This design comes from an exercise in tuning for small area, a short achievable clock period and few clock cycles per item on the open sky130 flow, not from production work.
In this exercise RTL edits were held to simulation tests only and were not proved equivalent to the original.

[config.mk]
export PLATFORM = sky130hd
export DESIGN_NAME = huffman
export DESIGN_NICKNAME = huffman
export VERILOG_FILES = /design/flow/design.v
export SDC_FILE = /design/flow/constraint.sdc
export NUM_CORES = 4
export LEC_CHECK = 0
export ABC_AREA = 1
export CAP_MARGIN = 20
export CORE_MARGIN = 2
export CORE_UTILIZATION = 55
export CTS_BUF_LIST = sky130_fd_sc_hd__clkbuf_8
export SETUP_SLACK_MARGIN = 1.5
export SLEW_MARGIN = 20
[design.v]
module huffman(clk, reset, gray_valid, gray_data, CNT_valid, CNT1, CNT2, CNT3, CNT4, CNT5, CNT6,
               code_valid, HC1, HC2, HC3, HC4, HC5, HC6, M1, M2, M3, M4, M5, M6);
input clk;
input reset;
input gray_valid;
input [7:0] gray_data;
output CNT_valid;
output [7:0] CNT1, CNT2, CNT3, CNT4, CNT5, CNT6;
output reg code_valid;
output [7:0] HC1, HC2, HC3, HC4, HC5, HC6;
output [7:0] M1, M2, M3, M4, M5, M6;
reg        gv1;          
reg        run;          
reg  [3:0] tc;           
reg  [7:0] w [0:5];      
reg  [5:0] m [0:5];      
reg  [4:0] r [1:6];      
assign CNT1 = w[5]; assign CNT2 = w[0]; assign CNT3 = w[1];
assign CNT4 = w[2]; assign CNT5 = w[3]; assign CNT6 = w[4];
assign CNT_valid = gv1 & ~gray_valid;
wire go      = run | CNT_valid;
wire step    = go & (~tc[3] | (tc[2:0] < 3'd5));    
wire combine = (tc > 4'd4) & tc[0] & (tc != 4'd13);
wire [4:0] uns;
assign uns[0] = tc < 4'd4;
assign uns[1] = tc < 4'd3;
assign uns[2] = tc < 4'd2;
assign uns[3] = tc < 4'd1;
assign uns[4] = 1'b0;
function lt8(input [7:0] a, input [7:0] b);   
  reg [7:0] l, g;
  reg [3:0] l1, g1;
  reg [1:0] l2, g2;
  integer j;
  begin
    l = ~a & b;
    g = a & ~b;
    for (j = 0; j < 4; j = j + 1) begin
      l1[j] = l[2*j+1] | ~g[2*j+1] & l[2*j];
      g1[j] = g[2*j+1] | ~l[2*j+1] & g[2*j];
    end
    for (j = 0; j < 2; j = j + 1) begin
      l2[j] = l1[2*j+1] | ~g1[2*j+1] & l1[2*j];
      g2[j] = g1[2*j+1] | ~l1[2*j+1] & g1[2*j];
    end
    lt8 = l2[1] | ~g2[1] & l2[0];
  end
endfunction
wire [5:1] lt;
genvar gi;
generate for (gi = 1; gi < 6; gi = gi + 1) begin : g_lt
  assign lt[gi] = lt8(w[gi], w[0]);
end endgenerate
wire [4:0] c = uns | lt;
wire [7:0] sum = w[0] + w[1];
reg  [7:0] wsel;
always @* begin
  case (gray_data[2:0])
    3'd1: wsel = w[5];
    3'd2: wsel = w[0];
    3'd3: wsel = w[1];
    3'd4: wsel = w[2];
    3'd5: wsel = w[3];
    default: wsel = w[4];
  endcase
end
wire [7:0] winc = wsel + 8'd1;
always @(posedge clk or posedge reset) begin
  if (reset) begin
    gv1 <= 1'b0; code_valid <= 1'b0;
    run <= 1'b0; tc <= 4'd0;
  end else begin
    gv1 <= gray_valid;
    if (CNT_valid) run <= 1'b1;
    if (step) tc <= tc + 4'd1;
    code_valid <= step & (tc == 4'd12);
  end
end
integer i;
always @(posedge clk) begin
  if (reset) begin
    for (i = 0; i < 6; i = i + 1) w[i] <= 8'd0;
  end else if (step) begin
    if (combine) begin
      w[0] <= sum;
      for (i = 1; i < 5; i = i + 1) w[i] <= w[i+1];
      w[5] <= 8'hff;
    end else begin
      for (i = 0; i < 5; i = i + 1)
        if (c[i]) w[i] <= w[i+1];
        else if (i == 0 || c[i-1]) w[i] <= w[0];
      if (c[4]) w[5] <= w[0];
    end
  end else if (gray_valid & ~run) begin
    for (i = 0; i < 5; i = i + 1)
      if (gray_data[2:0] == i + 2) w[i] <= winc;
    if (gray_data[2:0] == 3'd1) w[5] <= winc;
  end
end
always @* m[5] = ~(m[0] | m[1] | m[2] | m[3] | m[4]);
always @(posedge clk) begin
  if (reset) begin
    m[0] <= 6'b000010; m[1] <= 6'b000100; m[2] <= 6'b001000;
    m[3] <= 6'b010000; m[4] <= 6'b100000;
  end else if (step) begin
    if (combine) begin
      m[0] <= m[0] | m[1];
      for (i = 1; i < 5; i = i + 1) m[i] <= m[i+1];
    end else begin
      for (i = 0; i < 5; i = i + 1)
        if (c[i]) m[i] <= m[i+1];
        else if (i == 0 || c[i-1]) m[i] <= m[0];
    end
  end
end
function [4:0] lead(input [4:0] v);    
  lead = {v[4], v[3] & ~v[4], v[2] & ~|v[4:3], v[1] & ~|v[4:2], v[0] & ~|v[4:1]};
endfunction
function [4:0] add_bit(input [4:0] v, input b);   
  reg [4:0] l;
  begin
    l = lead(v);
    add_bit = (v & ~l) | (l & {5{b}}) | {l[3:0], 1'b0};
  end
endfunction
genvar k;
generate for (k = 1; k <= 6; k = k + 1) begin : g_lvl
  wire a = m[0][k-1];
  wire b = m[1][k-1];
  always @(posedge clk) begin
    if (reset) r[k] <= 5'b00001;
    else if (step & combine & (a | b)) r[k] <= add_bit(r[k], a);
  end
end endgenerate
function [7:0] mask_of(input [4:0] v);
  mask_of = {3'b000, |v[4], |v[4:3], |v[4:2], |v[4:1], 1'b1};   
endfunction
function [7:0] code_of(input [4:0] v, input b);
  code_of = {3'b000, v & ({1'b0, |v[4], |v[4:3], |v[4:2], |v[4:1]} | {5{b}})};
endfunction
assign M1 = mask_of(r[1]); assign HC1 = code_of(r[1], m[0][0]);
assign M2 = mask_of(r[2]); assign HC2 = code_of(r[2], m[0][1]);
assign M3 = mask_of(r[3]); assign HC3 = code_of(r[3], m[0][2]);
assign M4 = mask_of(r[4]); assign HC4 = code_of(r[4], m[0][3]);
assign M5 = mask_of(r[5]); assign HC5 = code_of(r[5], m[0][4]);
assign M6 = mask_of(r[6]); assign HC6 = code_of(r[6], m[0][5]);
endmodule
[constraint.sdc]
create_clock -name core_clock -period 4.0 [get_ports {clk}]
set_input_delay 0.8000 -clock core_clock [delete_from_list [all_inputs] [get_ports {clk}]]
set_output_delay 0.8000 -clock core_clock [all_outputs]
set_load 0.01 [all_outputs]
[standard.sh]
#!/bin/bash
# synth_recipe.tcl (not shown) runs the flow's synth.tcl, then flattens the netlist and writes it again
# the make line also repeats each setting of config.mk as NAME=value (left out here)
make -C /OpenROAD-flow-scripts/flow DESIGN_CONFIG=/design/flow/config.mk WORK_HOME=/design/flow/orfs CLKGATE_MAP_FILE= SYNTH_SCRIPT=/design/flow/synth_recipe.tcl "${@:-finish}"
[flow/run.sh]
#!/bin/bash
# The standard layout (the standard.sh, which runs ORFS with the standard
# synthesis), except that the port buffers are the platform's smallest
# buffer instead of the delay cell buffer_ports picks by default. Every port
# still gets its own buffer. make's full output goes to standard.log here;
# ORFS keeps each step's log under orfs/logs.
set -euo pipefail
bash standard.sh "BUFFER_PORTS_ARGS=-buffer_cell sky130_fd_sc_hd__buf_1" finish > standard.log 2>&1
==> results.toml, run 1 <==
[run_status]
outcome = "timing/DRC/antenna clean"

[sta]
fin_crit_sh_pct = 60.8
finalSetupViolCount = 0
tns_ns = 0
post-route-min-period_ns = 2.43
finalHoldViolations = 0
finalMaxSlewViolations = 0
rsz0062_at_grt = "no"
fmax_ghz = 0.411
clock-skew-final_ns = 0.0193
worstMarginPinSlew_ns = 0.700
relSlewSlack_pct = 53.3

[setup_path]
start_kind = "register"
crit_buf_inv = 4
crit_chain = "inv_1 > ha_1 > inv_2 > o2111ai_4 > buf_4 > nor2_4 > a21oi_1 > nand2_2 > buf_4 > o21ai_0 > a31oi_1"
arrival_ns = 2.76
slowest_delay_ns = 0.47
crit_family = "compound AO/OA/AOI/OAI gates"
r2r_cells = 11
crit_cells = 11
crit_path_frequent_cell = "buf_4"
timing.rr.end = "w[5][2]"
cp.required_ns = 4.33
endpoint_kind = "register"
timing.rr.start = "tc[0]"
worst-path-max-fanout = 7
critPathSlowestCell = "dfrtp_2"
crit_type = "reg -> reg"
reg2reg_setup_slack_ns = 1.57

[place]
finalWeightedCongestion = 0.918
dpl.cell_count = 1560
dp.final_hpwl_um = 17700
io_buffers = 109
placed_cell_area_mm2 = 0.00833

[clocking]
cts.clk_slew.worst_paths_ns = 0.09
htree_levels = 4
clk_latency_ns = 0.46
cts_tree = "yes"
cts_hold_buf = 0
cts_buffers = 17
cts-root-buf = "clkbuf_8"
clock_sinks = 115
clock_path_buffers = 2

[yosys]
synth.distinct_cells = 43
ys.flop_type = "dfxtp_1"
yosys_warnings = 6
syn_area_mm2 = 0.00801
netlist.area_leader.share_pct = 27.0
synthTopCellsByCount = "299 x nand2_1, 185 x inv_1, 169 x nor2_1, 149 x o21ai_0, 108 x dfxtp_1"
yosysSeqAreaShare_pct = 29.2
syn_inst = 1305
synthesis.area_per_instance_um2 = 6.14
synth_edf_count = 0
synthTopCellsByArea = "dfxtp_1 27%, nand2_1 14%, o21ai_0 9.3%"
yosys_register_bits = 115
yosysMostFrequentCell = "nand2_1"
yosysTopAreaCell = "dfxtp_1"
async_flop_share_pct = 6.09

[grt]
busiest_layer = "met2"
overflow = 0
global_route.usage.met3_pct = 4.64
grt_pass1_vias = 7588
grtUsageMet2_pct = 53.0
grt_pass1_wl_um = 38800
grt_util_all_layers_pct = 31.2
grt_start_max_net_pins = 47
grt_use_met1_pct = 38.8
grt_antenna_before_repair = 0

[cells_and_area]
final_area_mm2 = 0.00916
syn_to_final_growth_pct = 14.4
nets = 1453
fin_util_pct = 63.7
n_antenna_cell = 0
fin_cells = 1612
final_layout_size_suffix_gt1_share_pct = 10.5

[route]
drt_wl_total_um = 24900
drtIter0Drc = 686
drtPass1Iterations = 6
ant_nets = 0
vias_per_cell = 5.38
route.detailed.drc = 0
wl_per_cell_um = 15.4
vias = 8670

[floorplanning]
rows = 44
start_util_pct = 55.7
die_y_um = 125
io-pin-count = 157
core-area_mm2 = 0.0144
dieArea_mm2 = 0.0155
fp.dieW_um = 125

[hold_path]
hold_depth = 2
min-delay-start = "m[2][0]"
min-delay-path-class = "reg -> reg"
holdPathEnd = "m[2][0]"

[job]
cap_violations = 0
## per-layer routing
layer / vias to the layer above / part of all wire [%]
li1: 4347 / -
met1: 3906 / 41
met2: 349 / 48
met3: 68 / 6.8
met4: 0 / 4.1
met5: - / 0
## metrics by stage
step,hold WS (ns),setup slack (ns)
after floorplan,0.434,1.53
after global placement,0.449,0.674
after detailed placement,0.461,0.653
after CTS,0.471,1.49
after global routing,0.500,1.48
final,0.469,1.57
## state kept, by name, indices dropped and copies added, names as in the netlist, named ones only
name,flops
run,1
w,48
tc,4
m,30
code_valid,1
gv1,1
r,24
## worst register-to-register path: stages, from the launching register on
cell       delay (ns)
dfrtp_2          0.47
inv_1            0.11
ha_1             0.16
inv_2            0.07
o2111ai_4        0.39
buf_4            0.22
nor2_4           0.06
a21oi_1          0.25
nand2_2          0.15
buf_4            0.18
o21ai_0          0.18
a31oi_1          0.06
## cells by family (layout without fill, tap and decap cells)
group | Yosys count | count (layout) | share of synthesized area, %
AO/OA/AOI/OAI | 313 | 313 | 21.4
adder cells (fa/ha/maj) | 27 | 27 | 4.31
buffers and inverters | 286 | 369 | 16.3
AND/OR/NAND/NOR | 557 | 557 | 28.2
flip-flops | 115 | 115 | 29.2
other | 2 | 42 | 0.0938
XOR/XNOR | 5 | 5 | 0.547
## area by class of cell
| cell class | count | area (um^2) |
|---|---|---|
| Clock buffer | 20 | 275 |
| Clock inverter | 12 | 139 |
| Fill cell | 1445 | 5210 |
| Inverter | 197 | 752 |
| Multi-Input combinational cell | 944 | 4750 |
| Sequential cell | 115 | 2350 |
| Tap cell | 184 | 230 |
| Timing Repair Buffer | 140 | 654 |
## worst max path at each step
| stage | from | endpoint | slack, ns |
|---|---|---|---|
| after global placement | gray_data[0] | w[2][4] | 0.67 |
| after global routing | gray_data[2] | w[2][4] | 1.48 |
| after CTS | w[0][1] | w[0][5] | 1.49 |
| final | tc[0] | w[5][2] | 1.57 |
| after detailed placement | gray_data[0] | w[2][4] | 0.65 |
| after floorplan | gray_data[1] | w[1][4] | 1.53 |
## layout by cell type (no fill, tap or decap), types with 16 or more instances in the layout
cell / count
inv_1: 181
ha_1: 25
o21ai_0: 142
o21ai_1: 16
nor2_1: 145
conb_1: 42
dfxtp_1: 99
clkbuf_8: 20
nand3_1: 52
nand2_1: 291
buf_4: 31
a21oi_1: 91
buf_1: 106
## repair_timing
item	CTS	global route
buffers inserted	4	16
endpoints found under the setup margin	95	86
resized for setup	38	55
pin swaps	4	13
Testbench counts, summed over its fixed seeds: cycles 21,888, images 192.
==> run 2: changes to the inputs <==
--- a/config.mk
+++ b/config.mk
@@ -8,7 +8,7 @@
 export ABC_AREA = 1
 export CAP_MARGIN = 20
 export CORE_MARGIN = 2
-export CORE_UTILIZATION = 55
+export CORE_UTILIZATION = 50
 export CTS_BUF_LIST = sky130_fd_sc_hd__clkbuf_8
 export SETUP_SLACK_MARGIN = 1.5
 export SLEW_MARGIN = 20
==> results.toml, run 2 <==
[run_status]
outcome = "timing/DRC/antenna clean"

[setup_path]
crit_type = "reg -> reg"
cp-startpoint = "w[0][2]"
timing.rr.start = "w[0][2]"
start_kind = "register"
arrival_ns = 2.72
endpoint_kind = "register"
worst-path-max-fanout = 11
cp.required_ns = 4.35

[route]
wl_per_cell_um = 15.7
vias = 8664
ant_nets = 0
met1_length_um = 10700
vias_per_cell = 5.27
drt_wl_total_um = 25800
drtIter0Drc = 662
met2_length_um = 12300
routed.top_layer = "met4"
met3_length_um = 1860
route.detailed.drc = 0
drtPass1Iterations = 5

[clocking]
cts.clk_slew.worst_paths_ns = 0.07
clk_latency_ns = 0.45
clock_path_buffers = 2
cts-root-buf = "clkbuf_8"
cts_buffers = 17
cts_tree = "yes"
htree_levels = 4
clock_sinks = 115

[hold_path]
min-delay-start = "m[3][3]"
min-delay-path-class = "reg -> reg"

[cells_and_area]
layout_common_cells = "288 x nand2_1, 180 x inv_1, 145 x nor2_1"
largestRegisters = "w x48, m x30, r x24"
largest_reg_flops = 48
fin_util_pct = 58.9
syn_to_final_growth_pct = 16.0
n_antenna_cell = 0
layout_commonest_cell = "nand2_1"
fillers = 1677
nets = 1453
top_register = "w"
final_layout_size_suffix_gt1_share_pct = 10.9

[floorplanning]
core-area_mm2 = 0.0158
dieArea_mm2 = 0.0170
rows = 46
die_y_um = 131
io-pin-count = 157
start_util_pct = 50.8
fp.dieW_um = 131

[job]
cap_violations = 0

[sta]
worstMarginPinSlew_ns = 0.675
fmax_ghz = 0.421
finalHoldViolations = 0
finalSetupViolCount = 0
fin_crit_sh_pct = 59.4
tns_ns = 0
finalMaxSlewViolations = 0
rsz0062_at_grt = "no"
relSlewSlack_pct = 54.9
post-route-min-period_ns = 2.38
clock-skew-final_ns = 0.00838

[place]
dp.final_hpwl_um = 18400
io_buffers = 109
finalWeightedCongestion = 0.931

[yosys]
yosys_register_bits = 115
yosys_warnings = 6
synthesis.area_per_instance_um2 = 6.14
ys.flop_type = "dfxtp_1"
yosysSeqAreaShare_pct = 29.2
synth.distinct_cells = 43
synth_edf_count = 0
synthTopCellsByCount = "299 x nand2_1, 185 x inv_1, 169 x nor2_1, 149 x o21ai_0, 108 x dfxtp_1"
synthTopCellsByArea = "dfxtp_1 27%, nand2_1 14%, o21ai_0 9.3%"
netlist.area_leader.share_pct = 27.0
async_flop_share_pct = 6.09
syn_area_mm2 = 0.00801
yosysTopAreaCell = "dfxtp_1"
syn_inst = 1305
yosysMostFrequentCell = "nand2_1"

[grt]
grt_util_all_layers_pct = 30.5
grt_antenna_before_repair = 0
grt_pass1_vias = 7468
overflow = 0
grt_pass1_wl_um = 39600
grt_start_max_net_pins = 56
-- run 2: cell families after synthesis --
logic type / after synthesis / synth area share [%]
AND/OR/NAND/NOR: 557 / 28.2
AO/OA/AOI/OAI: 313 / 21.4
buffers and inverters: 286 / 16.3
flip-flops: 115 / 29.2
adder cells (fa/ha/maj): 27 / 4.31
XOR/XNOR: 5 / 0.547
other: 2 / 0.0938
-- run 2: timing repair --
action,CTS,global route
setup endpoints to repair,97,98
hold buffers,0,0
gates resized for setup,35,62
pin swaps,4,12
setup buffers,3,15
-- run 2: metrics by stage --
stage | instance area [um^2] | hold slack, ns | setup slack (ns) | cells
6_report | 9290 | 0.470 | 1.62 | 1644
5_1_grt | 9290 | 0.477 | 1.46 | 1644
2_1_floorplan | 8170 | 0.434 | 1.53 | 1345
4_1_cts | 8970 | 0.470 | 1.49 | 1629
3_5_place_dp | 8400 | 0.461 | 0.668 | 1594
3_3_place_gp | 8400 | 0.454 | 0.692 | 1594
-- run 2: area by class of cell --
cell class | instances | area (um^2) | area share, %
timing repair buffer | 140 | 671 | 7.22
clock buffer | 23 | 317 | 3.41
tap | 216 | 270 | 2.91
multi-input combinational | 944 | 4800 | 51.7
sequential | 115 | 2350 | 25.3
clock inverter | 9 | 125 | 1.35
inverter | 197 | 753 | 8.11
-- run 2: worst paths after layout --
check	to	slack, ns	depth (start not counted)
worst min-delay path	m[3][3]	0.47	2
worst max-delay path	w[1][4]	1.62	14
max in group asynchronous	tc[0]	2.77	3
min in group asynchronous	tc[3]	1.01	3
worst min register to register	m[3][3]	0.47	2
worst max register to register	w[1][4]	1.62	14
-- run 2: worst max-delay path: stages (launching register included) --
cell and delay [ns]:
dfxtp_2 0.49, clkinvlp_4 0.22, buf_4 0.17, o22ai_1 0.13
inv_1 0.05, nand2_1 0.12, nand3_1 0.11, nand2_1 0.19
nor2_1 0.06, nand2_1 0.07, nand3_1 0.08, buf_4 0.20
clkinvlp_4 0.14, nand3_1 0.08, and2_1 0.15
-- run 2: metal layers --
layer / track usage, % / up-vias
li1: - / 4331
met2: 50.4 / 345
met5: 0 / -
met3: 5.01 / 67
met4: 13.7 / 0
met1: 39.2 / 3921
==> run 3: changes to the inputs <==
--- a/config.mk
+++ b/config.mk
@@ -5,7 +5,6 @@
 export SDC_FILE = /design/flow/constraint.sdc
 export NUM_CORES = 4
 export LEC_CHECK = 0
-export ABC_AREA = 1
 export CAP_MARGIN = 20
 export CORE_MARGIN = 2
 export CORE_UTILIZATION = 50
==> results.toml, run 3 <==
[setup_path]
worst-path-max-fanout = 4
endpoint_kind = "register"
crit_chain = "buf_12 > buf_8 > or2_4 > o221a_1 > a2bb2oi_2 > buf_4 > buf_6 > buf_6 > ha_4 > inv_2 > nor4_4 > xor2_1 > nor2_4 > buf_12 > a211oi_2 > a211oi_1"
arrival_ns = 3.11
r2r_cells = 10
slowest_delay_ns = 0.29
critPathSlowestCell = "xor2_1"
crit_type = "in -> reg"
reg2reg_setup_slack_ns = 1.33
start_kind = "input port"
cp.required_ns = 4.31

[sta]
relSlewSlack_pct = 34.6
finalHoldViolations = 0
tns_ns = 0
clock-skew-final_ns = 0.0162
fin_crit_sh_pct = 70.1
post-route-min-period_ns = 2.80
finalMaxSlewViolations = 0
worstMarginPinSlew_ns = 0.980
rsz0062_at_grt = "yes"
fmax_ghz = 0.357
finalSetupViolCount = 0

[cells_and_area]
largestRegisters = "w x48, m x30, r x24"
fin_cells = 1453
nets = 1262
top_register = "w"
n_antenna_cell = 0
largest_reg_flops = 48
syn_to_final_growth_pct = 33.7
final_area_mm2 = 0.0108
layout_commonest_cell = "nor2_1"
final_layout_size_suffix_gt1_share_pct = 30.2
layout_common_cells = "112 x nor2_1, 103 x buf_4, 101 x buf_1"

[yosys]
synthesis.area_per_instance_um2 = 7.88
syn_area_mm2 = 0.00805
yosys_register_bits = 115
synth.distinct_cells = 92
synth_top_family_by_area = "compound AO/OA/AOI/OAI gates"
synth_mux_area_share_pct = 6.18
synth-adder-area-share_pct = 5.44
synthTopCellsByArea = "dfxtp_1 27%, nor2_1 6.2%, buf_4 4.6%"
yosysMostFrequentCell = "nor2_1"
yosys_warnings = 6
ys.flop_type = "dfxtp_1"
synthTopCellsByCount = "133 x nor2_1, 108 x dfxtp_1, 65 x nand2_1, 61 x a21oi_1"
yosysTopAreaCell = "dfxtp_1"
synthXorXnorAreaFrac_pct = 1.31
yosysSeqAreaShare_pct = 29.0
netlist.area_leader.share_pct = 26.8
synth-simple-area-share_pct = 21.5
async_flop_share_pct = 6.09
syn_inst = 1022
synth_edf_count = 0
synth_compound_area_share_pct = 26.0

[floorplanning]
rows = 46
io-pin-count = 157
die_y_um = 131
dieArea_mm2 = 0.0171
core-area_mm2 = 0.0158
fp.dieW_um = 131
start_util_pct = 50.9

[route]
wl_per_cell_um = 18.6
met3_length_um = 2590
drtPass1Iterations = 5
routed.top_layer = "met4"
met1_length_um = 12500
route.detailed.drc = 0
drt_wl_total_um = 27000
vias_per_cell = 5.83
ant_nets = 0
vias = 8475
met2_length_um = 11600
drtIter0Drc = 832

[clocking]
clock_sinks = 115
clock_path_buffers = 2
htree_levels = 4
cts.clk_slew.worst_paths_ns = 0.08
cts_buffers = 17
cts_tree = "yes"
clk_latency_ns = 0.45
cts-root-buf = "clkbuf_8"

[place]
placed_cell_area_mm2 = 0.00860
io_buffers = 109
dp.final_hpwl_um = 17100
finalWeightedCongestion = 0.910
dpl.cell_count = 1305

[grt]
grt_start_max_net_pins = 51
overflow = 0
grt_pass1_wl_um = 39900
grt_pass1_vias = 7192
grt_antenna_before_repair = 0
grt_util_all_layers_pct = 30.2

[job]
cap_violations = 0

[hold_path]
min-delay-path-class = "reg -> reg"
hold_depth = 2

[run_status]
outcome = "timing/DRC/antenna clean"
==> run 3: changes by cell type after synthesis, sizes merged, moves of 24 or more <==
cell and change:
mux2i +34, a311oi +25, nand3 -24, inv -143, a21oi -30, nor2 -40, nand2 -237, o21ai -127
clkbuf +24
==> run 3: path summary, 6_finish.rpt <==
kind | end | startpoint
max | w[1][4] | gray_data[1]
min | register | register
max reg2reg | w[1][2] | w[0][0]
min reg2reg | register | register
max in group asynchronous | tc[0] | reset
min in group asynchronous | tc[3] | reset
==> run 3: final cells by class <==
type,instances,area (um^2)
fill,1400,5060
multi-input combinational,783,5710
timing repair buffer,253,1760
sequential,115,2400
clock inverter,15,166
tap,216,270
clock buffer,17,234
inverter,54,214
==> run 3: timing repair <==
| item | in CTS | in global routing |
|---|---|---|
| cloned | 1 | 1 |
| gates resized for setup | 118 | 100 |
| hold buffers | 0 | 0 |
| pin swaps | 35 | 46 |
| setup buffers | 71 | 43 |
| setup endpoints to repair | 95 | 105 |
==> run 3: cells by family (layout without fill, tap and decap cells) <==
kind of cell | Yosys count | count (layout)
adders and majority gates | 36 | 36
AOI/OAI and AO/OA | 284 | 284
muxes | 48 | 48
buffers and inverters | 165 | 339
other | 2 | 42
and+or+nand+nor | 360 | 361
DFF | 115 | 115
xor gates and xnor gates | 12 | 12
==> run 3: layer usage <==
| metal | vias up | global-route usage, % |
|---|---|---|
| met1 | 3985 | 45.4 |
| li1 | 4014 | - |
| met5 | - | 0 |
| met2 | 429 | 43.4 |
| met4 | 0 | 8.14 |
| met3 | 47 | 6.68 |
==> run 3: worst max-delay path: cells and delay by family <==
| kind | cells | cell delay, ns |
|---|---|---|
| compound gates | 4 | 0.61 |
| fa+ha+maj | 1 | 0.14 |
| buf+inv | 7 | 0.68 |
| xor+xnor | 1 | 0.29 |
| simple gates | 3 | 0.57 |
==> run 3: metrics by stage <==
step | hold slack [ns] | util [%] | worst slack [ns]
after global routing | 0.489 | 68.0 | 1.09
after floorplan | 0.441 | - | 1.11
after detailed placement | 0.465 | 54.3 | 0.449
after CTS | 0.477 | 63.2 | 1.23
after global placement | 0.457 | 54.3 | 0.455
final | 0.479 | 68.0 | 1.20
==> run 4: changes to the inputs <==
--- a/config.mk
+++ b/config.mk
@@ -5,9 +5,11 @@
 export SDC_FILE = /design/flow/constraint.sdc
 export NUM_CORES = 4
 export LEC_CHECK = 0
+export ABC_AREA = 1
 export CAP_MARGIN = 20
 export CORE_MARGIN = 2
 export CORE_UTILIZATION = 50
 export CTS_BUF_LIST = sky130_fd_sc_hd__clkbuf_8
 export SETUP_SLACK_MARGIN = 1.5
 export SLEW_MARGIN = 20
+export TNS_END_PERCENT = 5
==> results.toml, run 4 <==
[floorplanning]
dieArea_mm2 = 0.0170
start_util_pct = 50.8
die_y_um = 131
fp.dieW_um = 131
io-pin-count = 157
core-area_mm2 = 0.0158
rows = 46

[setup_path]
reg2reg_setup_slack_ns = 1.53
critPathSlowestCell = "dfxtp_2"
r2r_cells = 12
cp.required_ns = 4.31
timing.rr.end = "w[3][5]"
timing.rr.start = "w[0][2]"
crit_chain = "clkinvlp_4 > buf_4 > nand3_1 > nand3b_1 > nand2_1 > nand2_1 > nand2_1 > nor2_1 > nand2_1 > nand3_1 > nor2_1 > a21oi_1"
worst-path-max-fanout = 9
crit_path_frequent_cell = "nand2_1"
slowest_delay_ns = 0.49
endpoint_kind = "register"
start_kind = "register"
crit_type = "reg -> reg"
arrival_ns = 2.78

[cells_and_area]
fin_util_pct = 58.5
syn_to_final_growth_pct = 15.2
largest_reg_flops = 48
top_register = "w"
fin_cells = 1640
layout_commonest_cell = "nand2_1"
nets = 1449
ff_latch_area_mm2 = 0.00234
layout_common_cells = "290 x nand2_1, 180 x inv_1, 148 x nor2_1"
n_antenna_cell = 0
largestRegisters = "w x48, m x30, r x24"
final_area_mm2 = 0.00922
final_layout_size_suffix_gt1_share_pct = 9.76
multiInputGateArea_mm2 = 0.00475
fillers = 1677

[grt]
grt_pass1_wl_um = 39500
grt_start_max_net_pins = 56
overflow = 0
grt_antenna_before_repair = 0
grt_pass1_vias = 7443
grt_util_all_layers_pct = 30.4

[route]
route.detailed.drc = 0
drtIter0Drc = 665
wl_per_cell_um = 15.7
routed.top_layer = "met4"
drtPass1Iterations = 6
ant_nets = 0
vias_per_cell = 5.25
met1_length_um = 11000
met2_length_um = 12300
drt_wl_total_um = 25700
met3_length_um = 1550
vias = 8609

[sta]
finalSetupViolCount = 0
finalHoldViolations = 0
fin_crit_sh_pct = 61.7
tns_ns = 0
relSlewSlack_pct = 55.3
rsz0062_at_grt = "yes"
worstMarginPinSlew_ns = 0.670
clock-skew-final_ns = 0.00954
post-route-min-period_ns = 2.47
finalMaxSlewViolations = 0
fmax_ghz = 0.405

[place]
io_buffers = 109
dp.final_hpwl_um = 18400
dpl.cell_count = 1594
placed_cell_area_mm2 = 0.00840
finalWeightedCongestion = 0.931

[hold_path]
hold_depth = 2
min-delay-path-class = "reg -> reg"
holdPathEnd = "m[4][2]"
min-delay-start = "m[4][2]"

[yosys]
async_flop_share_pct = 6.09
syn_inst = 1305
synthesis.area_per_instance_um2 = 6.14
syn_area_mm2 = 0.00801
yosysSeqAreaShare_pct = 29.2
synth-adder-area-share_pct = 4.31
synthXorXnorAreaFrac_pct = 0.547
yosys_warnings = 6
ys.flop_type = "dfxtp_1"
yosys_register_bits = 115
synth_mux_area_share_pct = 0
synth_compound_area_share_pct = 21.4
synth-simple-area-share_pct = 28.2
synthTopCellsByArea = "dfxtp_1 27%, nand2_1 14%, o21ai_0 9.3%"
synth.distinct_cells = 43
synth_top_family_by_area = "simple AND/OR/NAND/NOR gates"
synth_edf_count = 0
yosysTopAreaCell = "dfxtp_1"
synthTopCellsByCount = "299 x nand2_1, 185 x inv_1, 169 x nor2_1, 149 x o21ai_0, 108 x dfxtp_1"
netlist.area_leader.share_pct = 27.0
yosysMostFrequentCell = "nand2_1"

[clocking]
cts_buffers = 17
clock_sinks = 115
clock_path_buffers = 2
clk_latency_ns = 0.45
cts_hold_buf = 0
htree_levels = 4
cts.clk_slew.worst_paths_ns = 0.07
cts-root-buf = "clkbuf_8"
cts_tree = "yes"

[run_status]
outcome = "timing/DRC/antenna clean"

[job]
cap_violations = 0
## run 4: cell count changes in the layout (fill, tap and decap cells not counted), sizes merged, moves of 20 or more
cell    previous run  this run
o21ai             35       162
nor2             134       174
inv               55       195
nand2b            20         0
mux2i             34         0
nand2             65       302
nand3             37        61
nor3              26         5
buf              247       134
a311oi            25         0
a21oi             64        94
nor2b             22         0
## run 4: logic make-up (layout without fill, tap and decap cells)
| logic type | after synthesis | after routing |
|---|---|---|
| flops | 115 | 115 |
| compound gates | 313 | 313 |
| buf+inv | 286 | 365 |
| fa+ha+maj | 27 | 27 |
| simple gates | 557 | 557 |
| other cells | 2 | 42 |
| xor+xnor | 5 | 5 |
## run 4: worst max-delay path by stage
stage                  from      end  cells after the start
5_1_grt             w[0][2]  w[3][6]                     13
3_3_place_gp   gray_data[0]  w[2][4]                     16
3_5_place_dp   gray_data[0]  w[2][4]                     16
6_report            w[0][2]  w[3][5]                     12
4_1_cts               tc[0]  w[2][3]                     12
2_1_floorplan  gray_data[1]  w[1][4]                     14
## run 4: what timing repair did
item	CTS	global route
resized for setup	19	66
pin swaps	0	8
buffers inserted	0	14
setup endpoints to repair	97	117
## run 4: critical path: cells and delay by family (launching register included)
family / cells / cell delay (ns)
flops: 1 / 0.49
simple gates: 9 / 1.34
buf+inv: 2 / 0.41
compound gates: 1 / 0.09
## run 4: stage by stage
| stage | hold WS, ns | worst slack [ns] |
|---|---|---|
| 6_report | 0.474 | 1.53 |
| 3_3_place_gp | 0.454 | 0.692 |
| 2_1_floorplan | 0.434 | 1.53 |
| 5_1_grt | 0.477 | 1.40 |
| 4_1_cts | 0.470 | 1.34 |
| 3_5_place_dp | 0.461 | 0.668 |
## run 4: cell type report
cell class                      count  area share [%]
Sequential cell                   115            25.4
Inverter                          197            8.19
Clock inverter                      9            1.36
Tap cell                          216            2.93
Timing Repair Buffer              136            7.11
Multi-Input combinational cell    944            51.6
Clock buffer                       23            3.43
## run 4: metal layers
| metal | track usage, % | vias up |
|---|---|---|
| li1 | - | 4320 |
| met1 | 39.2 | 3950 |
| met2 | 50.2 | 286 |
| met3 | 4.97 | 53 |
| met4 | 13.8 | 0 |
| met5 | 0 | - |
==> run 5: changes to the inputs <==
--- a/config.mk
+++ b/config.mk
@@ -8,8 +8,7 @@
 export ABC_AREA = 1
 export CAP_MARGIN = 20
 export CORE_MARGIN = 2
-export CORE_UTILIZATION = 50
+export CORE_UTILIZATION = 40
 export CTS_BUF_LIST = sky130_fd_sc_hd__clkbuf_8
-export SETUP_SLACK_MARGIN = 1.5
+export SETUP_SLACK_MARGIN = 1.6
 export SLEW_MARGIN = 20
-export TNS_END_PERCENT = 5
==> results.toml, run 5 <==
[run_status]
outcome = "timing/DRC/antenna clean"

[setup_path]
crit_type = "reg -> out"
worst-path-max-fanout = 4
critPathSlowestCell = "dfxtp_2"
crit_buf_inv = 3
crit_family = "simple AND/OR/NAND/NOR gates"
crit_chain = "nor2_4 > nand2_4 > nor2_4 > inv_2 > o21ai_2 > inv_1 > clkbuf_2"
slowest_delay_ns = 0.35
cp.required_ns = 3.20
reg2reg_setup_slack_ns = 1.71
endpoint_kind = "output pin"
start_kind = "register"
arrival_ns = 1.55
crit_path_frequent_cell = "nor2_4"

[yosys]
netlist.area_leader.share_pct = 27.0
yosysSeqAreaShare_pct = 29.2
yosysMostFrequentCell = "nand2_1"
ys.flop_type = "dfxtp_1"
syn_inst = 1305
syn_area_mm2 = 0.00801
yosys_register_bits = 115
yosysTopAreaCell = "dfxtp_1"
yosys_warnings = 6
synth.distinct_cells = 43
synthTopCellsByCount = "299 x nand2_1, 185 x inv_1, 169 x nor2_1, 149 x o21ai_0, 108 x dfxtp_1"
synthTopCellsByArea = "dfxtp_1 27%, nand2_1 14%, o21ai_0 9.3%"
async_flop_share_pct = 6.09
synth_edf_count = 0
synthesis.area_per_instance_um2 = 6.14

[sta]
post-route-min-period_ns = 2.35
finalHoldViolations = 0
worstMarginPinSlew_ns = 0.653
rsz0062_at_grt = "yes"
finalSetupViolCount = 0
tns_ns = 0
relSlewSlack_pct = 56.4
finalMaxSlewViolations = 0
fmax_ghz = 0.426
whs_ns = 0.470
fin_crit_sh_pct = 58.7
clock-skew-final_ns = 0.0177

[floorplanning]
io-pin-count = 157
rows = 51
die_y_um = 145
core-area_mm2 = 0.0195
dieArea_mm2 = 0.0212
fp.dieW_um = 145
start_util_pct = 41.0

[grt]
grt_start_max_net_pins = 56
grt_util_all_layers_pct = 24.1
grt_pass1_wl_um = 40500
overflow = 0
grt_antenna_before_repair = 0
grt_pass1_vias = 7488

[clocking]
cts_hold_buf = 0
cts_buffers = 17
cts.clk_slew.worst_paths_ns = 0.07
clock_path_buffers = 2
clock_sinks = 115
cts_tree = "yes"
cts-root-buf = "clkbuf_8"
htree_levels = 4
clk_latency_ns = 0.46

[cells_and_area]
final_layout_size_suffix_gt1_share_pct = 13.3
nets = 1461
fillers = 2132
layout_common_cells = "284 x nand2_1, 176 x inv_1, 143 x nor2_1"
largestRegisters = "w x48, m x30, r x24"
n_antenna_cell = 0
syn_to_final_growth_pct = 19.3
top_register = "w"
largest_reg_flops = 48
layout_commonest_cell = "nand2_1"

[route]
vias_per_cell = 5.07
drt_wl_total_um = 26700
ant_nets = 0
route.detailed.drc = 0
vias = 8628
drtIter0Drc = 734
drtPass1Iterations = 7
wl_per_cell_um = 15.7

[place]
dp.final_hpwl_um = 18900
finalWeightedCongestion = 0.954
io_buffers = 109

[job]
cap_violations = 0

[hold_path]
min-delay-path-class = "reg -> reg"
-- run 5: cell type report --
cell class | count | area [um^2] | area share [%]
clock buffers | 19 | 262 | 2.74
clock inverters | 13 | 159 | 1.66
inverters | 197 | 766 | 8.02
repair inverters | 1 | 5.00 | 0.0524
well taps | 265 | 332 | 3.47
multi-input cells | 944 | 4910 | 51.4
repair buffers | 147 | 737 | 7.71
flip-flops and latches | 115 | 2380 | 24.9
-- run 5: worst min-delay path, cell delays in order, from the launching register on --
cell	delay, ns
dfxtp_1	0.31
inv_1	0.06
a21oi_1	0.05
-- run 5: timing repair --
action                                  in CTS  in global routing
buffers inserted                            13                 17
endpoints found under the setup margin     112                104
pin swaps                                    5                 18
cloned                                       0                  1
resized for setup                           66                 84
-- run 5: worst paths after layout --
| path | start | endpoint | cells after the start |
|---|---|---|---|
| max | r[4][3] | HC4[0] | 7 |
| min | m[4][0] | m[4][0] | 2 |
| max reg2reg | tc[0] | w[5][1] | 10 |
| min reg2reg | m[4][0] | m[4][0] | 2 |
| max in group asynchronous | reset | tc[0] | 3 |
| min in group asynchronous | reset | tc[3] | 3 |
-- run 5: logic make-up after synthesis --
| logic type | count (synthesis) | share of synthesized area (%) |
|---|---|---|
| other cells | 2 | 0.0938 |
| buf+inv | 286 | 16.3 |
| compound gates | 313 | 21.4 |
| xor+xnor | 5 | 0.547 |
| fa+ha+maj | 27 | 4.31 |
| flops | 115 | 29.2 |
| simple gates | 557 | 28.2 |
-- run 5: per-stage QoR --
step	std cells	utilization [%]	setup slack (ns)	area, um^2
3_3_place_gp	1638	43.3	0.612	8450
6_report	1701	48.9	1.65	9550
5_1_grt	1701	48.9	1.57	9550
3_5_place_dp	1638	43.3	0.608	8450
2_1_floorplan	1345	-	1.54	8210
4_1_cts	1683	46.9	1.59	9160
-- run 5: layer usage --
layer / GRT usage (%) / up-vias / routed length (um) / share of wire [%]
li1: - / 4347 / - / -
met1: 30.9 / 3891 / 11200 / 42
met2: 41.1 / 333 / 12700 / 48
met3: 4.89 / 57 / 2000 / 7.5
met4: 7.21 / 0 / 794 / 3.0
met5: 0 / - / 0 / 0
==> run 6: changes to the inputs <==
--- a/config.mk
+++ b/config.mk
@@ -10,5 +10,5 @@
 export CORE_MARGIN = 2
 export CORE_UTILIZATION = 40
 export CTS_BUF_LIST = sky130_fd_sc_hd__clkbuf_8
-export SETUP_SLACK_MARGIN = 1.6
+export SETUP_SLACK_MARGIN = 1.45
 export SLEW_MARGIN = 20
==> results.toml, run 6 <==
[setup_path]
arrival_ns = 2.85
reg2reg_setup_slack_ns = 1.50
start_kind = "register"
cp.required_ns = 4.35
r2r_cells = 13
endpoint_kind = "register"
cp-startpoint = "w[0][2]"
crit_type = "reg -> reg"
timing.rr.end = "w[2][4]"
timing.rr.start = "w[0][2]"
worst-path-max-fanout = 14

[yosys]
synth.distinct_cells = 43
synthesis.area_per_instance_um2 = 6.14
synthTopCellsByArea = "dfxtp_1 27%, nand2_1 14%, o21ai_0 9.3%"
synthTopCellsByCount = "299 x nand2_1, 185 x inv_1, 169 x nor2_1, 149 x o21ai_0, 108 x dfxtp_1"
netlist.area_leader.share_pct = 27.0
synth_edf_count = 0
yosysTopAreaCell = "dfxtp_1"
yosysMostFrequentCell = "nand2_1"
yosysSeqAreaShare_pct = 29.2
ys.flop_type = "dfxtp_1"
syn_inst = 1305
yosys_warnings = 6
syn_area_mm2 = 0.00801
async_flop_share_pct = 6.09
yosys_register_bits = 115

[cells_and_area]
layout_common_cells = "291 x nand2_1, 180 x inv_1, 148 x nor2_1"
layout_commonest_cell = "nand2_1"
final_area_mm2 = 0.00919
nets = 1448
largestRegisters = "w x48, m x30, r x24"
final_layout_size_suffix_gt1_share_pct = 9.70
syn_to_final_growth_pct = 14.8
fin_cells = 1689
largest_reg_flops = 48
top_register = "w"

[floorplanning]
core-area_mm2 = 0.0195
rows = 51
start_util_pct = 41.0
io-pin-count = 157
fp.dieW_um = 145
dieArea_mm2 = 0.0212
die_y_um = 145

[clocking]
cts_tree = "yes"
clk_latency_ns = 0.46
cts-root-buf = "clkbuf_8"
clock_sinks = 115
cts_buffers = 17
htree_levels = 4
clock_path_buffers = 2
cts.clk_slew.worst_paths_ns = 0.08

[sta]
fin_ws_ns = 1.50
finalMaxSlewViolations = 0
fin_crit_sh_pct = 62.6
tns_ns = 0
finalSetupViolCount = 0
relSlewSlack_pct = 49.6
clock-skew-final_ns = 0.0174
fmax_ghz = 0.400
finalHoldViolations = 0
post-route-min-period_ns = 2.50
worstMarginPinSlew_ns = 0.756
rsz0062_at_grt = "yes"
whs_ns = 0.475

[route]
vias_per_cell = 5.12
ant_nets = 0
wl_per_cell_um = 15.4
drt_wl_total_um = 26100
drtPass1Iterations = 8
vias = 8652
route.detailed.drc = 0
drtIter0Drc = 830

[place]
dp.final_hpwl_um = 18600
placed_cell_area_mm2 = 0.00843
io_buffers = 109
dp_worst_setup_slack_ns = 0.637
finalWeightedCongestion = 0.933
dpl.cell_count = 1641

[grt]
grt_antenna_before_repair = 0
grt_util_all_layers_pct = 23.8
grt_start_max_net_pins = 50
grt_pass1_vias = 7548
grt_pass1_wl_um = 40000
overflow = 0

[hold_path]
min-delay-path-class = "reg -> reg"
holdPathEnd = "m[3][2]"
min-delay-start = "m[3][2]"
hold_depth = 2

[job]
cap_violations = 0

[run_status]
outcome = "timing/DRC/antenna clean"
[run 6: critical path, cell delays in order (launching register included)]
cell and delay [ns]:
dfxtp_2 0.49, clkinvlp_4 0.23, buf_4 0.21, nand3_1 0.08, nand3b_1 0.08, nand2_1 0.13
nand2_1 0.10, nand3_2 0.17, buf_4 0.27, inv_2 0.16, o21ai_0 0.23, nand2_1 0.08
nor2_1 0.10, nor2_1 0.05
[run 6: timing repair]
action / 4_1_cts / 5_1_grt
hold buffers: 0 / 0
setup buffers: 0 / 15
pin swaps: 0 / 6
setup endpoints to repair: 77 / 88
resized for setup: 31 / 50
[run 6: cell families (layout without fill, tap and decap cells)]
| logic type | Yosys count | count (layout) | synth area share (%) |
|---|---|---|---|
| AO/OA/AOI/OAI | 313 | 313 | 21.4 |
| XOR/XNOR | 5 | 5 | 0.547 |
| adder cells (fa/ha/maj) | 27 | 27 | 4.31 |
| buffers and inverters | 286 | 364 | 16.3 |
| flip-flops | 115 | 115 | 29.2 |
| other | 2 | 43 | 0.0938 |
| AND/OR/NAND/NOR | 557 | 557 | 28.2 |
[run 6: area by class of cell]
type	count	area (um^2)
Timing Repair Buffer	135	629
Tap cell	265	332
Fill cell	2108	10300
Clock buffer	18	248
Antenna cell	1	2.50
Sequential cell	115	2350
Clock inverter	14	161
Multi-Input combinational cell	944	4710
Inverter	197	752
[run 6: worst max-delay path by stage]
stage | slack, ns | to
finish | 1.50 | w[2][4]
global route | 1.39 | w[0][5]
CTS | 1.44 | w[0][5]
detailed placement | 0.64 | w[2][4]
global placement | 0.65 | w[2][4]
floorplan | 1.47 | w[1][6]
[run 6: per-stage QoR]
stage / utilization [%]
detailed placement: 43.2
CTS: 45.7
global placement: 43.2
finish: 47.1
floorplan: -
global route: 47.1
[run 6: routing by layer]
layer / track usage [%] / wire (um) / vias to the layer above
met5: 0 / 0 / -
met4: 10.3 / 926 / 0
met3: 4.67 / 2110 / 56
met2: 38.5 / 12000 / 373
met1: 30.9 / 11100 / 3897
li1: - / - / 4326
==> run 7: changes to the inputs <==
--- a/config.mk
+++ b/config.mk
@@ -8,7 +8,7 @@
 export ABC_AREA = 1
 export CAP_MARGIN = 20
 export CORE_MARGIN = 2
-export CORE_UTILIZATION = 40
+export CORE_UTILIZATION = 45
 export CTS_BUF_LIST = sky130_fd_sc_hd__clkbuf_8
-export SETUP_SLACK_MARGIN = 1.45
+export SETUP_SLACK_MARGIN = 1.55
 export SLEW_MARGIN = 20
==> results.toml, run 7 <==
[sta]
relSlewSlack_pct = 57.9
post-route-min-period_ns = 2.35
fmax_ghz = 0.426
clock-skew-final_ns = 0.0114
rsz0062_at_grt = "yes"
fin_crit_sh_pct = 58.6
tns_ns = 0
finalSetupViolCount = 0
finalHoldViolations = 0
fin_ws_ns = 1.65
finalMaxSlewViolations = 0
worstMarginPinSlew_ns = 0.631

[floorplanning]
io-pin-count = 157
rows = 48
start_util_pct = 46.1
die_y_um = 137
fp.dieW_um = 137
dieArea_mm2 = 0.0189
core-area_mm2 = 0.0174

[route]
drtIter0Drc = 654
drtPass1Iterations = 6
vias_per_cell = 5.23
route.detailed.drc = 0
drt_wl_total_um = 25900
wl_per_cell_um = 15.7
vias = 8629
ant_nets = 0

[yosys]
yosys_register_bits = 115
synthesis.area_per_instance_um2 = 6.14
yosys_warnings = 6
syn_inst = 1305
synth_edf_count = 0
yosysSeqAreaShare_pct = 29.2
yosysMostFrequentCell = "nand2_1"
synthTopCellsByCount = "299 x nand2_1, 185 x inv_1, 169 x nor2_1, 149 x o21ai_0, 108 x dfxtp_1"
async_flop_share_pct = 6.09
syn_area_mm2 = 0.00801
yosysTopAreaCell = "dfxtp_1"
synthTopCellsByArea = "dfxtp_1 27%, nand2_1 14%, o21ai_0 9.3%"
synth.distinct_cells = 43
ys.flop_type = "dfxtp_1"
netlist.area_leader.share_pct = 27.0

[setup_path]
reg2reg_setup_slack_ns = 1.70
cp.required_ns = 4.34
crit_type = "in -> reg"
timing.rr.start = "tc[3]"
timing.rr.end = "w[5][1]"
r2r_cells = 9
endpoint_kind = "register"
start_kind = "input port"
worst-path-max-fanout = 25
arrival_ns = 2.68

[cells_and_area]
nets = 1451
fin_cells = 1651
fillers = 1858
layout_commonest_cell = "nand2_1"
n_antenna_cell = 0
largest_reg_flops = 48
layout_common_cells = "287 x nand2_1, 179 x inv_1, 145 x nor2_1"
top_register = "w"
final_area_mm2 = 0.00936
largestRegisters = "w x48, m x30, r x24"
final_layout_size_suffix_gt1_share_pct = 11.2
syn_to_final_growth_pct = 16.9

[place]
dp_worst_setup_slack_ns = 0.622
dpl.cell_count = 1599
finalWeightedCongestion = 0.955
dp.final_hpwl_um = 18600
io_buffers = 109
placed_cell_area_mm2 = 0.00841

[grt]
grt_antenna_before_repair = 0
overflow = 0
grt_pass1_vias = 7549
grt_pass1_wl_um = 39500
grt_util_all_layers_pct = 27.3
grt_start_max_net_pins = 58

[clocking]
clock_sinks = 115
clock_path_buffers = 2
htree_levels = 4
cts.clk_slew.worst_paths_ns = 0.07
cts_tree = "yes"
clk_latency_ns = 0.45
cts_buffers = 17
cts-root-buf = "clkbuf_8"

[hold_path]
min-delay-path-class = "reg -> reg"
hold_depth = 2
holdPathEnd = "m[3][3]"
min-delay-start = "m[3][3]"

[job]
cap_violations = 0

[run_status]
outcome = "timing/DRC/antenna clean"
run 7: repair_timing:
item                                    CTS  global route
hold buffers                              0             0
buffers inserted                          4            16
endpoints found under the setup margin  109            95
pin swaps                                 3            12
resized for setup                        48            73
run 7: worst max-delay path: stages:
cell     delay [ns]
buf_1          0.11
o21ai_1        0.28
nand2_1        0.19
buf_8          0.22
nor2_2         0.34
a21oi_1        0.14
nand2_2        0.23
inv_1          0.14
o21ai_0        0.16
a21oi_1        0.05
run 7: how the worst max path moves through the flow:
| stage | endpoint | startpoint | depth (start not counted) | slack (ns) |
|---|---|---|---|---|
| 3_5_place_dp | w[1][6] | gray_data[0] | 16 | 0.62 |
| 4_1_cts | HC4[0] | r[4][4] | 7 | 1.57 |
| 5_1_grt | w[5][1] | tc[3] | 11 | 1.53 |
| 2_1_floorplan | w[2][4] | gray_data[2] | 17 | 1.54 |
| 6_report | w[5][1] | gray_valid | 10 | 1.65 |
| 3_3_place_gp | w[1][6] | gray_data[0] | 16 | 0.63 |
run 7: final cells by class:
class	instances	area [um^2]	share of cell area, %
sequential	115	2360	25.2
tap	225	282	3.01
clock buffer	19	262	2.79
timing repair buffer	138	727	7.77
multi-input combinational	944	4870	52.0
inverter	197	764	8.17
clock inverter	13	95.1	1.02
run 7: routing by layer:
metal	global-route usage, %	wire length [um]
met2	46.7	12600
met3	4.49	1520
met5	0	0
met4	9.34	593
met1	34.8	11200
run 7: cell families (layout without fill, tap and decap cells):
group	Yosys count	count (layout)	synth area share (%)
other	2	42	0.0938
adders and majority gates	27	27	4.31
DFF	115	115	29.2
buffers and inverters	286	367	16.3
xor gates and xnor gates	5	5	0.547
and+or+nand+nor	557	557	28.2
AOI/OAI and AO/OA	313	313	21.4
run 7: through the flow:
step	hold WS (ns)	util, %
global placement	0.453	48.5
detailed placement	0.458	48.5
CTS	0.467	51.5
finish	0.469	53.9
global route	0.491	53.9
floorplan	0.434	-
==> run 8: changes to the inputs <==
--- a/design.v
+++ b/design.v
@@ -4,12 +4,13 @@
 input reset;
 input gray_valid;
 input [7:0] gray_data;
-output CNT_valid;
+output reg CNT_valid;
 output [7:0] CNT1, CNT2, CNT3, CNT4, CNT5, CNT6;
 output reg code_valid;
 output [7:0] HC1, HC2, HC3, HC4, HC5, HC6;
 output [7:0] M1, M2, M3, M4, M5, M6;
-reg        gv1;          
+reg        pv;           
+reg  [2:0] pd;
 reg        run;          
 reg  [3:0] tc;           
 reg  [7:0] w [0:5];      
@@ -17,7 +18,6 @@
 reg  [4:0] r [1:6];      
 assign CNT1 = w[5]; assign CNT2 = w[0]; assign CNT3 = w[1];
 assign CNT4 = w[2]; assign CNT5 = w[3]; assign CNT6 = w[4];
-assign CNT_valid = gv1 & ~gray_valid;
 wire go      = run | CNT_valid;
 wire step    = go & (~tc[3] | (tc[2:0] < 3'd5));    
 wire combine = (tc > 4'd4) & tc[0] & (tc != 4'd13);
@@ -55,7 +55,7 @@
 wire [7:0] sum = w[0] + w[1];
 reg  [7:0] wsel;
 always @* begin
-  case (gray_data[2:0])
+  case (pd)
     3'd1: wsel = w[5];
     3'd2: wsel = w[0];
     3'd3: wsel = w[1];
@@ -67,10 +67,12 @@
 wire [7:0] winc = wsel + 8'd1;
 always @(posedge clk or posedge reset) begin
   if (reset) begin
-    gv1 <= 1'b0; code_valid <= 1'b0;
+    pv <= 1'b0; pd <= 3'd0; CNT_valid <= 1'b0; code_valid <= 1'b0;
     run <= 1'b0; tc <= 4'd0;
   end else begin
-    gv1 <= gray_valid;
+    pv <= gray_valid & ~run;
+    pd <= gray_data[2:0];
+    CNT_valid <= pv & ~gray_valid;
     if (CNT_valid) run <= 1'b1;
     if (step) tc <= tc + 4'd1;
     code_valid <= step & (tc == 4'd12);
@@ -91,14 +93,14 @@
         else if (i == 0 || c[i-1]) w[i] <= w[0];
       if (c[4]) w[5] <= w[0];
     end
-  end else if (gray_valid & ~run) begin
+  end else if (pv) begin
     for (i = 0; i < 5; i = i + 1)
-      if (gray_data[2:0] == i + 2) w[i] <= winc;
-    if (gray_data[2:0] == 3'd1) w[5] <= winc;
+      if (pd == i + 2) w[i] <= winc;
+    if (pd == 3'd1) w[5] <= winc;
   end
 end
 always @* m[5] = ~(m[0] | m[1] | m[2] | m[3] | m[4]);
-always @(posedge clk) begin
+always @(posedge clk or posedge reset) begin
   if (reset) begin
     m[0] <= 6'b000010; m[1] <= 6'b000100; m[2] <= 6'b001000;
     m[3] <= 6'b010000; m[4] <= 6'b100000;
@@ -127,7 +129,7 @@
 generate for (k = 1; k <= 6; k = k + 1) begin : g_lvl
   wire a = m[0][k-1];
   wire b = m[1][k-1];
-  always @(posedge clk) begin
+  always @(posedge clk or posedge reset) begin
     if (reset) r[k] <= 5'b00001;
     else if (step & combine & (a | b)) r[k] <= add_bit(r[k], a);
   end
--- a/config.mk
+++ b/config.mk
@@ -8,7 +8,7 @@
 export ABC_AREA = 1
 export CAP_MARGIN = 20
 export CORE_MARGIN = 2
-export CORE_UTILIZATION = 45
+export CORE_UTILIZATION = 40
 export CTS_BUF_LIST = sky130_fd_sc_hd__clkbuf_8
-export SETUP_SLACK_MARGIN = 1.55
+export SETUP_SLACK_MARGIN = 1.5
 export SLEW_MARGIN = 20
==> results.toml, run 8 <==
[sta]
rsz0062_at_grt = "yes"
fmax_ghz = 0.413
finalHoldViolations = 0
fin_crit_sh_pct = 60.5
relSlewSlack_pct = 35.4
worstMarginPinSlew_ns = 0.969
whs_ns = 0.419
post-route-min-period_ns = 2.42
finalSetupViolCount = 0
finalMaxSlewViolations = 0
tns_ns = 0
clock-skew-final_ns = 0.0158

[route]
ant_nets = 0
drtIter0Drc = 641
route.detailed.drc = 0
drtPass1Iterations = 5
drt_wl_total_um = 25900
vias = 8497
wl_per_cell_um = 15.7
vias_per_cell = 5.16

[yosys]
yosysSeqAreaShare_pct = 32.4
syn_area_mm2 = 0.00850
synthesis.area_per_instance_um2 = 6.79
syn_inst = 1252
netlist.area_leader.share_pct = 17.7
yosysMostFrequentCell = "nand2_1"
synth.distinct_cells = 47
yosys_register_bits = 119
ys.flop_type = "dfrtp_1"
synthTopCellsByCount = "255 x nand2_1, 188 x inv_1, 138 x o21ai_0, 132 x nor2_1"
yosysTopAreaCell = "dfrtp_1"
yosys_warnings = 6
synth_edf_count = 0
synthTopCellsByArea = "dfrtp_1 18%, dfxtp_1 11%, nand2_1 11%"
async_flop_share_pct = 59.7

[cells_and_area]
fillers = 2201
syn_to_final_growth_pct = 12.4
n_antenna_cell = 0
nets = 1397
largestRegisters = "w x48, m x30, r x24"
final_layout_size_suffix_gt1_share_pct = 12.1
largest_reg_flops = 48
final_area_mm2 = 0.00955
top_register = "w"
layout_common_cells = "251 x nand2_1, 183 x inv_1, 130 x o21ai_0"
layout_commonest_cell = "nand2_1"

[hold_path]
min-delay-path-class = "reg -> reg"
hold_depth = 1

[clocking]
cts-root-buf = "clkbuf_8"
cts_buffers = 17
cts_hold_buf = 0
clock_sinks = 119
cts.clk_slew.worst_paths_ns = 0.08
clock_path_buffers = 2
clk_latency_ns = 0.47
htree_levels = 4
cts_tree = "yes"

[setup_path]
crit_cells = 11
r2r_cells = 11
cp.required_ns = 4.33
worst-path-max-fanout = 12
crit_chain = "inv_1 > ha_1 > a21oi_2 > nand3_4 > buf_4 > nand3_1 > buf_4 > clkinvlp_4 > buf_12 > o211ai_1 > o21ai_0"
start_kind = "register"
crit_type = "reg -> reg"
endpoint_kind = "register"
critPathSlowestCell = "dfrtp_2"
crit_family = "buffers and inverters"
crit_buf_inv = 5
arrival_ns = 2.76
crit_path_frequent_cell = "buf_4"
slowest_delay_ns = 0.41

[grt]
grt_pass1_wl_um = 39900
overflow = 0
grt_util_all_layers_pct = 22.9
grt_pass1_vias = 7512
grtUsageMet2_pct = 38.4
grt_antenna_before_repair = 0
busiest_layer = "met2"
grt_start_max_net_pins = 84
global_route.usage.met3_pct = 4.36
grt_use_met1_pct = 30.1

[place]
dp.final_hpwl_um = 18400
io_buffers = 109
placed_cell_area_mm2 = 0.00882
finalWeightedCongestion = 0.910

[floorplanning]
io-pin-count = 157
rows = 53
start_util_pct = 40.5
core-area_mm2 = 0.0210
dieArea_mm2 = 0.0224
die_y_um = 150
fp.dieW_um = 150

[job]
cap_violations = 0

[run_status]
outcome = "timing/DRC/antenna clean"
-- run 8: cell count changes in the layout (fill, tap and decap cells not counted), moves of 12 or more --
cell	previous run	this run
nand2_1	287	251
dfrtp_1	6	54
o21ai_1	16	37
a21oi_1	90	59
a31oi_1	13	1
nand4_1	12	24
nor2_1	145	126
dfxtp_1	97	42
o211ai_1	15	27
-- run 8: final cells by class --
type	instances	area [um^2]	area share [%]
clock inverter	13	123	1.28
sequential	119	2780	29.1
tap	275	344	3.60
clock buffer	19	262	2.74
multi-input combinational	884	4620	48.4
inverter	202	786	8.23
timing repair buffer	135	633	6.63
-- run 8: final timing paths --
path / from / to / slack [ns]
max: tc[0] / m[3][0] / 1.58
min: run / pv / 0.42
max reg2reg: tc[0] / m[3][0] / 1.58
min reg2reg: run / pv / 0.42
max in group asynchronous: reset / pd[0] / 2.27
min in group asynchronous: reset / tc[1] / 0.71
-- run 8: timing repair --
| item | in CTS | in global routing |
|---|---|---|
| endpoints found under the hold margin | 0 | 0 |
| endpoints found under the setup margin | 79 | 92 |
| pin swaps | 1 | 4 |
| setup buffers | 7 | 12 |
| cloned | 0 | 1 |
| resized for setup | 20 | 39 |
-- run 8: cells by family after synthesis --
group / share of synthesized area, %
AND/OR/NAND/NOR: 27.7
buffers and inverters: 16.4
AO/OA/AOI/OAI: 18.7
flip-flops: 32.4
adder cells (fa/ha/maj): 4.06
XOR/XNOR: 0.516
other: 0.0884
multiplexers: 0.133
-- run 8: layer usage --
layer | up-vias | wire, um
li1 | 4168 | -
met1 | 3934 | 11200
met2 | 351 | 12200
met3 | 44 | 1820
met4 | 0 | 573
met5 | - | 0
-- run 8: through the flow --
stage          utilization (%)  instances  worst slack [ns]
2_1_floorplan                -       1292              1.56
3_3_place_gp              42.1       1595              1.16
3_5_place_dp              42.1       1595              1.11
4_1_cts                   44.5       1634              1.50
5_1_grt                   45.6       1647              1.50
6_report                  45.6       1647              1.58
Testbench counts of run 8, summed over its fixed seeds: cycles 22,080, images 192.
==> run 9: changes to the inputs <==
--- a/config.mk
+++ b/config.mk
@@ -9,6 +9,5 @@
 export CAP_MARGIN = 20
 export CORE_MARGIN = 2
 export CORE_UTILIZATION = 40
-export CTS_BUF_LIST = sky130_fd_sc_hd__clkbuf_8
 export SETUP_SLACK_MARGIN = 1.5
 export SLEW_MARGIN = 20
==> results.toml, run 9 <==
[setup_path]
cp.required_ns = 4.30
arrival_ns = 2.71
reg2reg_setup_slack_ns = 1.59
start_kind = "register"
timing.rr.start = "tc[0]"
timing.rr.end = "m[3][0]"
crit_type = "reg -> reg"
endpoint_kind = "register"
worst-path-max-fanout = 12

[route]
drt_wl_total_um = 25500
routed.top_layer = "met4"
vias = 8412
met3_length_um = 1400
wl_per_cell_um = 15.5
met2_length_um = 12200
drtPass1Iterations = 5
met1_length_um = 11400

[yosys]
syn_inst = 1252
synth.distinct_cells = 47
yosysSeqAreaShare_pct = 32.4
yosys_register_bits = 119
synthTopCellsByCount = "255 x nand2_1, 188 x inv_1, 138 x o21ai_0, 132 x nor2_1"
netlist.area_leader.share_pct = 17.7
ys.flop_type = "dfrtp_1"
synth_edf_count = 0
synthTopCellsByArea = "dfrtp_1 18%, dfxtp_1 11%, nand2_1 11%"
yosysMostFrequentCell = "nand2_1"
synthesis.area_per_instance_um2 = 6.79

[place]
dpl.cell_count = 1595
io_buffers = 109
placed_cell_area_mm2 = 0.00882
dp.final_hpwl_um = 18400

[cells_and_area]
final_layout_size_suffix_gt1_share_pct = 11.9
layout_commonest_cell = "nand2_1"
largestRegisters = "w x48, m x30, r x24"
n_antenna_cell = 0
syn_to_final_growth_pct = 13.9
top_register = "w"
largest_reg_flops = 48
layout_common_cells = "250 x nand2_1, 183 x inv_1, 135 x o21ai_0"
fin_cells = 1643
nets = 1393

[sta]
fin_crit_sh_pct = 60.3
fmax_ghz = 0.415
worstMarginPinSlew_ns = 0.961
finalMaxSlewViolations = 0
clock-skew-final_ns = 0.0102
tns_ns = 0
finalHoldViolations = 0
rsz0062_at_grt = "no"
relSlewSlack_pct = 35.9

[clocking]
cts_buffers = 17
clock_path_buffers = 2
clock_sinks = 119
cts_hold_buf = 0
clk_latency_ns = 0.43
htree_levels = 4

[hold_path]
hold_depth = 1
holdPathEnd = "pv"
min-delay-path-class = "reg -> reg"

[floorplanning]
fp.dieW_um = 150
start_util_pct = 40.5
die_y_um = 150
dieArea_mm2 = 0.0224
core-area_mm2 = 0.0210

[grt]
grt_start_max_net_pins = 84
grt_pass1_wl_um = 40000

[run_status]
outcome = "timing/DRC/antenna clean"

[job]
cap_violations = 0
-- run 9: cell counts after synthesis --
Identical to the previous run, type by type.
-- run 9: kinds of logic (layout without fill, tap and decap cells) --
logic type                 count (synthesis)  in the layout  share of synthesized area [%]
DFF                                      119            119                           32.4
other                                      2             42                         0.0884
xor gates and xnor gates                   5              5                          0.516
adders and majority gates                 27             27                           4.06
AOI/OAI and AO/OA                        287            287                           18.7
and+or+nand+nor                          521            521                           27.7
muxes                                      1              1                          0.133
buffers and inverters                    290            366                           16.4
-- run 9: layer usage --
layer  track usage [%]  vias up
met1              30.0     3925
met4              7.97        0
met5                 0        -
met2              37.9      292
li1                  -     4161
met3              4.18       34
-- run 9: worst max-delay path by stage --
| stage | start | end | slack (ns) | depth (start not counted) |
|---|---|---|---|---|
| 2_1_floorplan | reset | w[1][1] | 1.56 | 4 |
| 3_3_place_gp | tc[0] | w[5][7] | 1.16 | 12 |
| 3_5_place_dp | tc[0] | w[5][5] | 1.11 | 12 |
| 4_1_cts | w[0][1] | w[1][4] | 1.50 | 12 |
| 5_1_grt | w[0][7] | w[2][3] | 1.50 | 13 |
| 6_report | tc[0] | m[3][0] | 1.59 | 11 |
-- run 9: layout make-up --
type	instances	area [um^2]
Tap cell	275	344
Clock buffer	19	453
Sequential cell	119	2770
Fill cell	2183	11300
Multi-Input combinational cell	883	4600
Timing Repair Buffer	132	598
Inverter	202	786
Clock inverter	13	123
-- run 9: timing repair --
| item | in CTS | in global routing |
|---|---|---|
| setup buffers | 7 | 9 |
| gates resized for setup | 19 | 32 |
| endpoints found under the setup margin | 78 | 87 |
| pin swaps | 2 | 4 |
-- run 9: stage by stage --
stage	utilization, %	hold WS (ns)	worst slack, ns
4_1_cts	45.4	0.414	1.50
3_5_place_dp	42.1	0.405	1.11
3_3_place_gp	42.1	0.399	1.16
2_1_floorplan	-	0.393	1.56
5_1_grt	46.2	0.431	1.50
6_report	46.2	0.417	1.59
-- run 9: worst max-delay path: stages (launching register included) --
cell        delay, ns
dfrtp_2          0.40
inv_1            0.10
ha_1             0.23
a21oi_2          0.18
nand3_4          0.21
buf_4            0.22
nand3_1          0.07
buf_4            0.20
clkinvlp_4       0.22
buf_12           0.19
o211ai_1         0.14
o21ai_0          0.11

==> separate check: timing with driven ports <==
The flow's constraints put no driver on any port. The routed layouts listed below were extracted and timed again, unchanged, in two steps. Step 1 assumes that a clkbuf_16 drives the clock port and a buf_2 every other input. Step 2, shift: input delay + t, output delay - t, t = (earliest + latest rising clock arrival at the registers) / 2. This alone moves slack from input paths to output paths. Slacks: ideal ports / drivers / drivers and shift; pairs: ideal ports / drivers.
run | t (ns) | slack for setup (ns) | hold slack, ns | worst setup path after step 2 | slew at the worst register clock pin (ns)
run 1 | 0.489 | 1.569 / 1.569 / 1.172 | 0.469 / 0.469 / 0.469 | input to register | 0.09 / 0.09
run 2 | 0.486 | 1.624 / 1.594 / 1.195 | 0.470 / 0.470 / 0.470 | input to register | 0.07 / 0.07
run 3 | 0.486 | 1.197 / 1.191 / 0.705 | 0.479 / 0.479 / 0.479 | input to register | 0.08 / 0.08
run 4 | 0.482 | 1.531 / 1.531 / 1.151 | 0.474 / 0.474 / 0.474 | input to register | 0.08 / 0.08
run 5 | 0.494 | 1.651 / 1.612 / 1.158 | 0.470 / 0.470 / 0.470 | input to register | 0.08 / 0.08
run 6 | 0.496 | 1.497 / 1.497 / 1.110 | 0.475 / 0.475 / 0.475 | input to register | 0.08 / 0.08
run 7 | 0.483 | 1.655 / 1.651 / 1.186 | 0.469 / 0.469 / 0.469 | input to register | 0.08 / 0.08
run 8 | 0.502 | 1.579 / 1.561 / 1.579 | 0.419 / 0.419 / 0.419 | register to register | 0.09 / 0.09
run 9 | 0.474 | 1.590 / 1.580 / 1.590 | 0.417 / 0.417 / 0.417 | register to register | 0.06 / 0.06
After both steps every run listed still meets setup and hold. The setup slack of run 5, which loses most, moves by -0.039 ns with the drivers and by -0.493 ns with both steps.
